This is an optimization exercise on Yosys and OpenROAD, whose aim is small area, not a production implementation. Where RTL was checked, it was by simulation tests only, not by an equivalence proof against the original. Power figures rest on the tool's default switching activity, not on a simulated workload. The clock port is modelled as an ideal driver; clocking choices that lean on that would not hold on a real chip.

==> run a: inputs <==
## trace_debugger
module trace_debugger
    #(parameter APB_ADDR_WIDTH = 32)
    (input logic                clk_i,
     input logic                rst_ni,
     input logic                test_mode_i,
     input logic                ivalid_i,  
     input logic                iexception_i,
     input logic                interrupt_i,
     input logic [CAUSELEN-1:0] cause_i,
     input logic [XLEN-1:0]     tval_i,
     input logic [PRIVLEN-1:0]  priv_i,
     input logic [XLEN-1:0]     iaddr_i,
     input logic [ILEN-1:0]     instr_i,
     input logic                compressed_i,
     input logic [APB_ADDR_WIDTH-1:0] apb_paddr_i,
     input logic [31:0]         apb_pwdata_i,
     input logic                apb_pwrite_i,
     input logic                apb_psel_i,
     input logic                apb_penable_i,
     output logic [31:0]        apb_prdata_o,
     output logic               apb_pready_o,
     output logic               apb_pslverr_o,
     output logic [XLEN-1:0]    packet_word_o,
     output logic               packet_word_valid_o,
     input logic                grant_i);
==> module trdb_packet_emitter, before the edit <==
module trdb_packet_emitter
    (input logic                   clk_i,
     input logic                    clk_en_i,
     input logic                    rst_ni,
     input logic [1:0]              packet_format_i,
     input logic [1:0]              packet_subformat_i,
     input logic [$clog2(XLEN):0]   keep_bits_i,
     input logic                    valid_i,
     input logic                    use_full_addr_i,
     input logic                    interrupt_i,
     input logic [CAUSELEN-1:0]     cause_i,
     input logic [XLEN-1:0]         tval_i,
     input logic [PRIVLEN-1:0]      priv_i,
     input logic [XLEN-1:0]         iaddr_i,
     input logic [CONTEXTLEN-1:0]   context_i,
     input logic                    lc_u_discontinuity_i,
     input logic [30:0]             branch_map_i,
     input logic [4:0]              branch_map_cnt_i,
     input logic                    branch_map_empty_i,
     input logic                    branch_map_full_i,
     input logic                    is_branch_i,
     output logic                   branch_map_flush_o,
     output logic [XLEN-1:0]        diff_addr_o,
     input logic                    shift_i,
     input logic [XLEN-1:0]         step_i,
     input logic                    sw_valid_i,
     input logic [XLEN-1:0]         sw_word_i,
     output logic                   sw_grant_o,
     input logic                    tu_valid_i,
     input logic [TIMER_WIDTH-1:0]  tu_time_i,
     input logic                    tu_fulltime_i,
     output logic                   tu_grant_o,
     output logic [PACKET_LEN-1:0]  packet_bits_o,  
     output logic [3:0]             packet_pb_o,
     output logic                   packet_valid_o);
    logic [PACKET_LEN-1:0]         packet_bits;
    logic [6:0]                    packet_len;
    logic                          packet_gen_valid;
    logic                          branch_map_flush_q;
    logic [XLEN-1:0]               caddr;
    logic [XLEN-1:0]               diff_addr;
    logic [XLEN-1:0]               diff_q, diff_base;
    logic                          addr_emitted;
    logic                          off1, off9, off17, off25, off31;
    logic [5:0]                    branch_off;
    logic                          no_addr;
    logic                          is_branch_pkt;
    typedef enum logic [2:0] {SH2, SH4, SH10, SH18, SH26, SH34, SH40} shift_e;
    shift_e                        shift;
    logic [TIMER_WIDTH-1:0]        value;
    logic [PACKET_LEN-1:0]         placed;
    logic [PACKET_LEN-1:0]         fields;
    assign branch_map_flush_o = branch_map_flush_q;
    assign addr_emitted = valid_i && !(is_branch_pkt && no_addr);
    assign diff_base    = addr_emitted ? '0 : diff_q;
    always_comb begin: branch_map_offset
        off1  = branch_map_cnt_i == 1;
        off9  = branch_map_cnt_i >= 2  && branch_map_cnt_i <= 9;
        off17 = branch_map_cnt_i >= 10 && branch_map_cnt_i <= 17;
        off25 = branch_map_cnt_i >= 18 && branch_map_cnt_i <= 25;
        off31 = !(off1 || off9 || off17 || off25);
        branch_off = off1 ? 6'd1 : off9 ? 6'd9 : off17 ? 6'd17 :
                     off25 ? 6'd25 : 6'd31;
    end
    assign diff_addr   = diff_q;
    assign diff_addr_o = diff_addr;
    always_comb begin: compress_address
       caddr = (use_full_addr_i || packet_format_i == F_BRANCH_FULL) ?
               iaddr_i : diff_addr;
    end
    assign is_branch_pkt = !packet_format_i[1];
    assign no_addr       = off31 && branch_map_full_i && !lc_u_discontinuity_i;
    always_comb begin: select_value
        value = '0;
        shift = SH2;
        if (valid_i) begin
            if (packet_format_i == F_SYNC) begin
                value = {8'b0, iaddr_i};
                shift = SH10;
            end else if (packet_format_i == F_ADDR_ONLY) begin
                value = {8'b0, caddr};
                shift = SH4;
            end else begin
                value = no_addr ? '0 : {8'b0, caddr};
                shift = off1 ? SH10 : off9 ? SH18 : off17 ? SH26 :
                        off25 ? SH34 : SH40;
            end
        end else if (sw_valid_i) begin
            value = {8'b0, sw_word_i};
        end else if (tu_valid_i) begin
            value = tu_time_i;
        end
    end
    always_comb begin: place_value
        case (shift)
        SH2:     placed = PACKET_LEN'({value, 2'b0});
        SH4:     placed = PACKET_LEN'({value, 4'b0});
        SH10:    placed = PACKET_LEN'({value, 10'b0});
        SH18:    placed = PACKET_LEN'({value, 18'b0});
        SH26:    placed = PACKET_LEN'({value, 26'b0});
        SH34:    placed = PACKET_LEN'({value, 34'b0});
        default: placed = PACKET_LEN'({value, 40'b0});
        endcase
    end
    always_comb begin: fixed_fields
        fields = '0;
        if (valid_i) begin
            fields[1:0] = W_TRACE;
            fields[3:2] = packet_format_i;
            if (is_branch_pkt) begin
                fields[8:4]  = no_addr ? 5'b0 : branch_map_cnt_i;
                fields[39:9] = branch_map_i;
            end else if (packet_format_i == F_SYNC) begin
                fields[5:4] = packet_subformat_i;
                fields[8:6] = priv_i;
                fields[9]   = is_branch_i;
                if (packet_subformat_i == SF_EXCEPTION)
                    fields[47:42] = {interrupt_i, cause_i};
            end
        end else if (sw_valid_i) begin
            fields[1:0] = W_SOFTWARE;
        end else if (tu_valid_i) begin
            fields[1:0] = W_TIME;
        end
    end
    always_comb begin: packet_length
        packet_len = 7'd0;
        if (valid_i) begin
            if (packet_format_i == F_SYNC)
                packet_len = (packet_subformat_i == SF_EXCEPTION) ? 7'd48 : 7'd42;
            else if (packet_format_i == F_ADDR_ONLY)
                packet_len = 7'd4 + 7'(keep_bits_i);
            else if (no_addr)
                packet_len = 7'd40;
            else
                packet_len = 7'd9 + 7'(branch_off) + 7'(keep_bits_i);
        end else if (sw_valid_i) begin
            packet_len = 7'd34;
        end else begin
            packet_len = 7'd42;
        end
    end
    assign packet_bits      = placed | fields;
    assign packet_gen_valid = valid_i || sw_valid_i || tu_valid_i;
    assign sw_grant_o       = !valid_i && sw_valid_i;
    assign tu_grant_o       = !valid_i && !sw_valid_i && tu_valid_i;
    assign packet_bits_o  = packet_bits;
    assign packet_pb_o    = 4'((packet_len + 7'd3) >> 3);
    assign packet_valid_o = packet_gen_valid;
    always_ff @(posedge clk_i, negedge rst_ni) begin
        if(~rst_ni) begin
            branch_map_flush_q <= '0;
            diff_q             <= '0;
        end else if(clk_en_i) begin
            branch_map_flush_q <= valid_i;
            diff_q <= diff_base + (shift_i ? step_i : '0);
        end
    end
endmodule  
Settings: LEC_CHECK=0, CAP_MARGIN=20, CORE_MARGIN=2, CORE_UTILIZATION=40, SLEW_MARGIN=20; clock period 11.0 ns.
standard.sh (not shown) runs the stock make flow with config.mk's settings and CLKGATE_MAP_FILE= SYNTH_SCRIPT=/design/flow/synth_recipe.tcl, a recipe that flattens the netlist after the stock synthesis.
==> flow/flow/run.sh <==
#!/bin/bash
# Own flow: the standard layout, except that
#  - synthesis maps the combinational logic with an area oriented abc script
#    (flow/area.abc); the flip-flops are mapped as in the standard synthesis;
#  - the ports are buffered with the smallest buffer;
#  - clock tree synthesis clusters more sinks per buffer and adds no dummy
#    loads.
set -euo pipefail
work=$(pwd)
export AREA_ABC_SCRIPT=$work/flow/area.abc
bash standard.sh SYNTH_SCRIPT=$work/flow/synth.tcl synth > synth.log 2>&1
bash standard.sh \
  "BUFFER_PORTS_ARGS=-buffer_cell sky130_fd_sc_hd__buf_1" \
  "CTS_ARGS=-sink_clustering_enable -repair_clock_nets -dont_use_dummy_load -sink_clustering_size 24 -sink_clustering_max_diameter 100" \
  > layout.log 2>&1
==> flow/flow/area.abc <==
&get -n
&st
&deepsyn -T 120
&dch -f
&nf -R 1000
&put
==> flow/flow/synth.tcl <==
# The standard flow's synthesis script (synth_recipe.tcl) with an area oriented abc script:
# the same passes and flip-flop mapping; only the combinational mapping
# differs.
proc synth {args} { yosys synth -nofsm -noshare {*}$args }
proc abc {args} {
  set i [lsearch -exact $args -script]
  if {$i >= 0} { lset args [expr {$i+1}] $::env(AREA_ABC_SCRIPT) }
  yosys abc {*}$args
}
source $::env(SCRIPTS_DIR)/synth.tcl
# left out here: clear keep_hierarchy, flatten, clean up, hide names made inside functions, write 1_2_yosys.v
==> run b: changes against run a <==
--- a/flow/design.v
+++ b/flow/design.v
@@ -1245,16 +1245,14 @@
      input logic [30:0]             branch_map_i,
      input logic [4:0]              branch_map_cnt_i,
      input logic                    branch_map_empty_i,
      input logic                    branch_map_full_i,
      input logic                    is_branch_i,
      output logic                   branch_map_flush_o,
      output logic [XLEN-1:0]        diff_addr_o,
-     input logic                    shift_i,
-     input logic [XLEN-1:0]         step_i,
      input logic                    sw_valid_i,
      input logic [XLEN-1:0]         sw_word_i,
      output logic                   sw_grant_o,
      input logic                    tu_valid_i,
      input logic [TIMER_WIDTH-1:0]  tu_time_i,
      input logic                    tu_fulltime_i,
      output logic                   tu_grant_o,
@@ -1263,38 +1261,35 @@
      output logic                   packet_valid_o);
     logic [PACKET_LEN-1:0]         packet_bits;
     logic [6:0]                    packet_len;
     logic                          packet_gen_valid;
     logic                          branch_map_flush_q;
     logic [XLEN-1:0]               caddr;
     logic [XLEN-1:0]               diff_addr;
-    logic [XLEN-1:0]               diff_q, diff_base;
-    logic                          addr_emitted;
+    logic [XLEN-1:0]               last_addr_q;
     logic                          off1, off9, off17, off25, off31;
     logic [5:0]                    branch_off;
     logic                          no_addr;
     logic                          is_branch_pkt;
     typedef enum logic [2:0] {SH2, SH4, SH10, SH18, SH26, SH34, SH40} shift_e;
     shift_e                        shift;
     logic [TIMER_WIDTH-1:0]        value;
     logic [PACKET_LEN-1:0]         placed;
     logic [PACKET_LEN-1:0]         fields;
     assign branch_map_flush_o = branch_map_flush_q;
-    assign addr_emitted = valid_i && !(is_branch_pkt && no_addr);
-    assign diff_base    = addr_emitted ? '0 : diff_q;
     always_comb begin: branch_map_offset
         off1  = branch_map_cnt_i == 1;
         off9  = branch_map_cnt_i >= 2  && branch_map_cnt_i <= 9;
         off17 = branch_map_cnt_i >= 10 && branch_map_cnt_i <= 17;
         off25 = branch_map_cnt_i >= 18 && branch_map_cnt_i <= 25;
         off31 = !(off1 || off9 || off17 || off25);
         branch_off = off1 ? 6'd1 : off9 ? 6'd9 : off17 ? 6'd17 :
                      off25 ? 6'd25 : 6'd31;
     end
-    assign diff_addr   = diff_q;
+    assign diff_addr   = last_addr_q - iaddr_i;
     assign diff_addr_o = diff_addr;
     always_comb begin: compress_address
        caddr = (use_full_addr_i || packet_format_i == F_BRANCH_FULL) ?
                iaddr_i : diff_addr;
     end
     assign is_branch_pkt = !packet_format_i[1];
     assign no_addr       = off31 && branch_map_full_i && !lc_u_discontinuity_i;
@@ -1374,18 +1369,19 @@
     assign tu_grant_o       = !valid_i && !sw_valid_i && tu_valid_i;
     assign packet_bits_o  = packet_bits;
     assign packet_pb_o    = 4'((packet_len + 7'd3) >> 3);
     assign packet_valid_o = packet_gen_valid;
     always_ff @(posedge clk_i, negedge rst_ni) begin
         if(~rst_ni) begin
             branch_map_flush_q <= '0;
-            diff_q             <= '0;
+            last_addr_q        <= '0;
         end else if(clk_en_i) begin
             branch_map_flush_q <= valid_i;
-            diff_q <= diff_base + (shift_i ? step_i : '0);
+            if (valid_i && !(is_branch_pkt && no_addr))
+                last_addr_q <= iaddr_i;
         end
     end
 endmodule  
 import trdb_pkg::*;
 module trdb_align8 (
     input logic                          clk_i,
     input logic                          clk_en_i,
@@ -1823,15 +1819,14 @@
     logic [30:0]                branch_map;
     logic [4:0]                 branch_map_cnt;
     logic                       packet_valid;
     logic [1:0]                 packet_format;
     logic [1:0]                 packet_subformat;
     logic [$clog2(XLEN)-1+1:0]  keep_addr_bits;
     logic [XLEN-1:0]            diff_addr;
-    logic [XLEN-1:0]            iaddr_step;
     logic [PACKET_LEN-1:0]     packet_gen_bits;
     logic [3:0]                packet_gen_pb;
     logic                      packet_gen_valid;
     logic [PACKET_LEN-1:0]     packet_fifo_bits;
     logic [3:0]                packet_fifo_pb;
     logic                      packet_fifo_valid;
     logic                      packet_fifo_not_full;
@@ -1965,16 +1960,15 @@
     always_comb begin: is_qualified
         tc_first_qualified = !lc_qualified && tc_qualified;
     end
     always_comb begin: becomes_unqualified
         nc_unqualified = !nc_qualified;
     end
     always_comb begin: is_branch_taken
-        iaddr_step      = tc_iaddr - nc_iaddr;
-        tc_branch_taken = iaddr_step != (tc_compressed ? 32'hffff_fffe : 32'hffff_fffc);
+        tc_branch_taken = (tc_iaddr + (tc_compressed ? 32'd2 : 32'd4)) != nc_iaddr;
     end
     trdb_branch_map i_trdb_branch_map
         (.clk_i(clk_i),
          .clk_en_i(clk_en),
          .rst_ni(rst_ni),
          .valid_i(tc_is_branch && trace_valid && tc_qualified),
          .branch_taken_i(tc_branch_taken),
@@ -2033,16 +2027,14 @@
          .branch_map_i(branch_map),
          .branch_map_cnt_i(branch_map_cnt),
          .branch_map_empty_i(branch_map_empty),
          .branch_map_full_i(branch_map_full),
          .is_branch_i(tc_is_branch),
          .branch_map_flush_o(branch_map_flush),
          .diff_addr_o(diff_addr),
-         .shift_i(ivalid_q),
-         .step_i(iaddr_step),
          .sw_valid_i(sw_valid),
          .sw_word_i(sw_word),
          .sw_grant_o(sw_grant),
          .tu_valid_i(tu_valid),
          .tu_time_i(tu_time),
          .tu_fulltime_i(tu_fulltime),
          .tu_grant_o(tu_grant),
@@ -2084,24 +2076,22 @@
         if(~rst_ni) begin
             ivalid_q           <= '0;
             priv0_q            <= 3'h7;  
             exception0_q       <= '0;
             exception1_q       <= '0;
             u_discontinuity0_q <= '0;
             qualified0_q       <= '0;
-            iaddr0_q           <= '0;
         end else if(clk_en) begin
             ivalid_q     <= ivalid_d;
             if(ivalid_q) begin
                 priv0_q            <= priv0_d;
                 exception0_q       <= exception0_d;
                 exception1_q       <= exception1_d;
                 u_discontinuity0_q <= u_discontinuity0_d;
                 qualified0_q       <= qualified0_d;
-                iaddr0_q           <= iaddr0_d;
             end
         end
     end
     always_ff @(posedge clk_i) begin
         if(clk_en) begin
             iexception_q <= iexception_d;
             interrupt_q  <= interrupt_d;
@@ -2116,14 +2106,15 @@
                 cause0_q           <= cause0_d;
                 cause1_q           <= cause1_d;
                 privchange0_q      <= privchange0_d;
                 exception2_q       <= exception2_d;
                 u_discontinuity1_q <= u_discontinuity1_d;
                 is_branch0_q       <= is_branch0_d;
                 compressed0_q      <= compressed0_d;
+                iaddr0_q           <= iaddr0_d;
                 qualified1_q       <= qualified1_d;
             end
         end
     end
     trdb_apb_if
         #(.APB_ADDR_WIDTH(APB_ADDR_WIDTH))
     i_trdb_apb_if
--- a/flow/flow/run.sh
+++ b/flow/flow/run.sh
@@ -7,9 +7,9 @@
 #    loads.
 set -euo pipefail
 work=$(pwd)
 export AREA_ABC_SCRIPT=$work/flow/area.abc
 bash standard.sh SYNTH_SCRIPT=$work/flow/synth.tcl synth > synth.log 2>&1
 bash standard.sh \
   "BUFFER_PORTS_ARGS=-buffer_cell sky130_fd_sc_hd__buf_1" \
-  "CTS_ARGS=-sink_clustering_enable -repair_clock_nets -dont_use_dummy_load -sink_clustering_size 24 -sink_clustering_max_diameter 100" \
+  "CTS_ARGS=-sink_clustering_enable -repair_clock_nets -dont_use_dummy_load -sink_clustering_size 30 -sink_clustering_max_diameter 150" \
   > layout.log 2>&1
==> flow/config.mk (replaced) <==
export PLATFORM = sky130hd
export DESIGN_NAME = trace_debugger
export DESIGN_NICKNAME = trace_debugger
export VERILOG_FILES = /design/flow/design.v
export SDC_FILE = /design/flow/constraint.sdc
export NUM_CORES = 4
export LEC_CHECK = 0
export CAP_MARGIN = 10
export CORE_MARGIN = 2
export CORE_UTILIZATION = 40
export PLACE_DENSITY = 0.75
export SLEW_MARGIN = 10
==> run c: changes against run a <==
--- a/flow/design.v
+++ b/flow/design.v
@@ -1263,28 +1263,27 @@
      output logic                   packet_valid_o);
     logic [PACKET_LEN-1:0]         packet_bits;
     logic [6:0]                    packet_len;
     logic                          packet_gen_valid;
     logic                          branch_map_flush_q;
     logic [XLEN-1:0]               caddr;
     logic [XLEN-1:0]               diff_addr;
-    logic [XLEN-1:0]               diff_q, diff_base;
+    logic [XLEN-1:0]               diff_q;
     logic                          addr_emitted;
     logic                          off1, off9, off17, off25, off31;
     logic [5:0]                    branch_off;
     logic                          no_addr;
     logic                          is_branch_pkt;
     typedef enum logic [2:0] {SH2, SH4, SH10, SH18, SH26, SH34, SH40} shift_e;
     shift_e                        shift;
     logic [TIMER_WIDTH-1:0]        value;
     logic [PACKET_LEN-1:0]         placed;
     logic [PACKET_LEN-1:0]         fields;
     assign branch_map_flush_o = branch_map_flush_q;
     assign addr_emitted = valid_i && !(is_branch_pkt && no_addr);
-    assign diff_base    = addr_emitted ? '0 : diff_q;
     always_comb begin: branch_map_offset
         off1  = branch_map_cnt_i == 1;
         off9  = branch_map_cnt_i >= 2  && branch_map_cnt_i <= 9;
         off17 = branch_map_cnt_i >= 10 && branch_map_cnt_i <= 17;
         off25 = branch_map_cnt_i >= 18 && branch_map_cnt_i <= 25;
         off31 = !(off1 || off9 || off17 || off25);
         branch_off = off1 ? 6'd1 : off9 ? 6'd9 : off17 ? 6'd17 :
@@ -1377,15 +1376,18 @@
     assign packet_valid_o = packet_gen_valid;
     always_ff @(posedge clk_i, negedge rst_ni) begin
         if(~rst_ni) begin
             branch_map_flush_q <= '0;
             diff_q             <= '0;
         end else if(clk_en_i) begin
             branch_map_flush_q <= valid_i;
-            diff_q <= diff_base + (shift_i ? step_i : '0);
+            if (addr_emitted)
+                diff_q <= shift_i ? step_i : '0;
+            else if (shift_i)
+                diff_q <= diff_q + step_i;
         end
     end
 endmodule  
 import trdb_pkg::*;
 module trdb_align8 (
     input logic                          clk_i,
     input logic                          clk_en_i,
==> results.txt <==
Run a finished with setup timing left. Run b completed without violations. Run c ran to the end with no violations.
Core utilization, highest first: run a, run b, run c.
Of run c and run b, run c has the higher sequential power (gap 7.5%, measured against run b).
Maximum frequency, lowest first: run a, run b, run c.
The highest critical path depth belongs to run a, the lowest to run c.
In run c the hold slack is higher than in run a, by 1.3 ps.
==> figures <==
quantity	run c	run b	run a
Met3 track utilization from global routing	2.931%	3.283%	2.624%
Count of unique library cells instantiated by Yosys	61	63	65
Reg clk slew, reported paths	90 ps	120 ps	100 ps
Relative slew slack	23.29%	21.79%	25.93%
Wire length of the first global-routing pass	164900 µm	155400 µm	163400 µm
Setup repair after global routing missed its margin	false	-	true
Antenna violations before repair	1	0	1
Chip width	309.7 µm	307.8 µm	309.1 µm
Topmost layer with routed signal wires	met4	met4	met5
Outcome	no timing/DRC/antenna violations	no timing/DRC/antenna violations	failed layout checks
Reasons for failing layout checks	-	-	setup timing
Leakage power summed over all cells	15.05 nW	14.97 nW	15.51 nW
Comb pwr share	45.7%	35.5%	45.2%
No functional check of the RTL was part of run a and run c.

## separate check: timing with driven ports
How much do the figures lean on ideal ports? The routed layouts below were timed once more, with nothing changed but the port constraints.
Step 1: set_driving_cell puts a clkbuf_16 on clk_i and a buf_2 on each other input, an assumption about the parent block.
Step 2 adds t to the input delays and takes it off the output delays; t is the mean of the earliest and latest rising clock arrival at the registers after step 1. Input paths then give back, and output paths get back, about the clock's delay inside the block.
a / b / c = no drivers / after step 1 / after step 2; a / b = the first two.
run	shift t [ns]	setup slack, ns	worst setup path at the end	latest minus earliest clock arrival (ns)
run a	0.655	-0.060 / -0.030 / -0.685	input to register	0.061 / 0.061
run b	0.703	0.763 / 0.763 / 0.763	register to register	0.062 / 0.062
run c	0.641	1.872 / 1.872 / 1.469	input to register	0.104 / 0.104
The setup slack of run a, which loses most, moves by +0.030 ns with the drivers and by -0.625 ns with both steps.
